This is an optimization exercise on Yosys and OpenROAD, whose aim is small area, a short achievable clock period and few clock cycles per item, not a production implementation. Function was checked by simulation only, so behaviour that the tests miss may differ from the original. No driver is modelled on the clock port, so clock power and skew are understated where the tree is cut down; a real chip needs a root buffer or a tree. Power is estimated from default activity; no workload was simulated.

job 5033:
==> flow/design.v (excerpt) <==
module cpu (
    input clk,
    input rst,
    input [15:0] sw,
    output [7:0] led
);
Settings: LEC_CHECK=0, CAP_MARGIN=20, CORE_MARGIN=2, CORE_UTILIZATION=40, SLEW_MARGIN=20; clock period 8.0 ns.
standard.sh (not shown) runs the stock make flow with config.mk's settings and CLKGATE_MAP_FILE= SYNTH_SCRIPT=/design/flow/synth_recipe.tcl, a recipe that flattens the netlist after the stock synthesis.
==> flow/flow/run.sh <==
#!/bin/bash
# The standard layout (standard.sh), with these changes:
# - synthesis: ABC maps the logic with this flow's abc.script instead of the
#   ORFS script, and Yosys's adder extraction is skipped so ABC sees all the
#   logic. Registers, flattening and renaming are those of the standard
#   synthesis (synth_recipe.tcl with abc_override.tcl inserted).
# - flow/env.sh may set further ORFS variables (timing-repair target, port
#   buffer cell).
set -euo pipefail
here=$(pwd)
{ head -n 1 synth_recipe.tcl; cat flow/abc_override.tcl; tail -n +2 synth_recipe.tcl; } > my_synth.tcl
export MY_ABC_SCRIPT=$here/flow/abc.script
if [[ -f flow/abc_fast.script ]]; then export MY_ABC_FAST=$here/flow/abc_fast.script; fi
if [[ -f flow/env.sh ]]; then source flow/env.sh; fi
sed -e "s#SYNTH_SCRIPT=[^ ]*#SYNTH_SCRIPT=$here/my_synth.tcl ADDER_MAP_FILE=#" standard.sh > my_standard.sh
bash my_standard.sh > flow.log 2>&1
==> flow/flow/abc.script <==
strash
dch
map
topo
==> flow/flow/abc_override.tcl <==
# Run ABC with this flow's own script in place of the ORFS one (the rest of
# the standard synthesis is unchanged).
proc abc {args} {
  set i [lsearch -exact $args -script]
  if {$i >= 0} { set args [lreplace $args $i [expr {$i + 1}] -script $::env(MY_ABC_SCRIPT)] }
  yosys abc {*}$args
}
==> flow/flow/env.sh <==
export SETUP_SLACK_MARGIN=5.6
export BUFFER_PORTS_ARGS="-buffer_cell sky130_fd_sc_hd__buf_1"
export PRE_CTS_TCL=$here/flow/one_buf.tcl
==> flow/flow/one_buf.tcl <==
# Clock tree of one buffer: the clock port drives a single clkbuf_16 placed at
# the centre of the registers, which drives every register's clock pin.
# Replaces clock_tree_synthesis for this small design (cts.tcl's repair and
# legalisation still run after it).
proc clock_tree_synthesis {args} {
  set block [ord::get_db_block]
  set clk_port [lindex [get_ports clk] 0]
  set net [$block findNet clk]
  set xs 0; set ys 0; set n 0
  foreach it [$net getITerms] {
    set inst [$it getInst]
    set box [$inst getBBox]
    set xs [expr {$xs + ([$box xMin] + [$box xMax]) / 2}]
    set ys [expr {$ys + ([$box yMin] + [$box yMax]) / 2}]
    incr n
  }
  set dbu [$block getDbUnitsPerMicron]
  set x [expr {double($xs) / $n / $dbu}]
  set y [expr {double($ys) / $n / $dbu}]
  puts "one_buf: $n clock sinks, buffer at $x $y"
  insert_buffer -buffer_cell sky130_fd_sc_hd__clkbuf_16 -net clk -location [list $x $y] -buffer_name clkbuf_root -net_name clknet_root
  set_propagated_clock [all_clocks]
}
Job 5033 went all the way through synthesis, placement and routing and the layout is clean on timing, DRC and antenna.
Testbench counts of job 5033, summed over its fixed seeds: cycles 10,080, jobs 2,016.
diff inputs: job 5033 => job 1566
- a change of CORE_UTILIZATION from 40 to 65
==> flow/flow/abc.script <==
strash
dch -f
map
topo
==> flow/flow/env.sh <==
export SETUP_SLACK_MARGIN=5.7
export PRE_GLOBAL_PLACE_TCL=$here/flow/ports.tcl
export PRE_CTS_TCL=$here/flow/one_buf.tcl
==> flow/flow/ports.tcl (new file) <==
# Port buffers: buf_1 on the inputs (they feed registers directly and arrive
# with time to spare), buf_2 on the outputs (the register-to-output path is
# the design's critical path).
rename buffer_ports my_orig_buffer_ports
proc buffer_ports {args} {
  my_orig_buffer_ports -inputs -buffer_cell sky130_fd_sc_hd__buf_1
  my_orig_buffer_ports -outputs -buffer_cell sky130_fd_sc_hd__buf_2
}
Findings:
Compared to job 5033, job 1566 was floorplanned on a smaller die. In job 1566 the share of the yosys chip area belonging to registers turned out 0.86 points higher than in job 5033. Diff job 5033 -> job 1566: cell area after placement went down; filler cell count went down; worst path setup slack after routing went up; combined area of the multi-input logic cells went down. Post-synthesis cell area, job 1566 vs job 5033: down by a few percent. In the tables for job 1566 and job 5033, number of gates given a new drive strength after cts reads lower with job 5033. [compare] base=job 5033 new=job 1566: power now sits lower; die extent in y dropped about 20%; wire length shrank by 240 um.
No run of this note takes its clock network from TritonCTS; it comes from the design's own scripts or RTL.

## afterwards: timing with drivers on the ports
The flow's constraints put no driver on any port. The routed layouts listed below were extracted and timed again, unchanged, in two steps.
Step 1, drivers: a clkbuf_16 drives clk and a buf_2 each remaining input, both assumed.
Step 2 adds t to the input delays and takes it off the output delays; t is the mean of the earliest and latest rising clock arrival at the registers after step 1. Input paths then give back, and output paths get back, about the clock's delay inside the block.
Three values: no drivers, after step 1, after step 2; two values: the first two.
run	t (ns)	setup WS [ns]	hold slack, ns	worst data-port slew with drivers (ns)
job 5033	0.194	5.708 / 5.678 / 5.787	0.338 / 0.338 / 0.338	0.03
job 1566	0.185	5.752 / 5.725 / 5.846	0.343 / 0.343 / 0.343	0.03
After both steps every run listed still meets setup and hold.
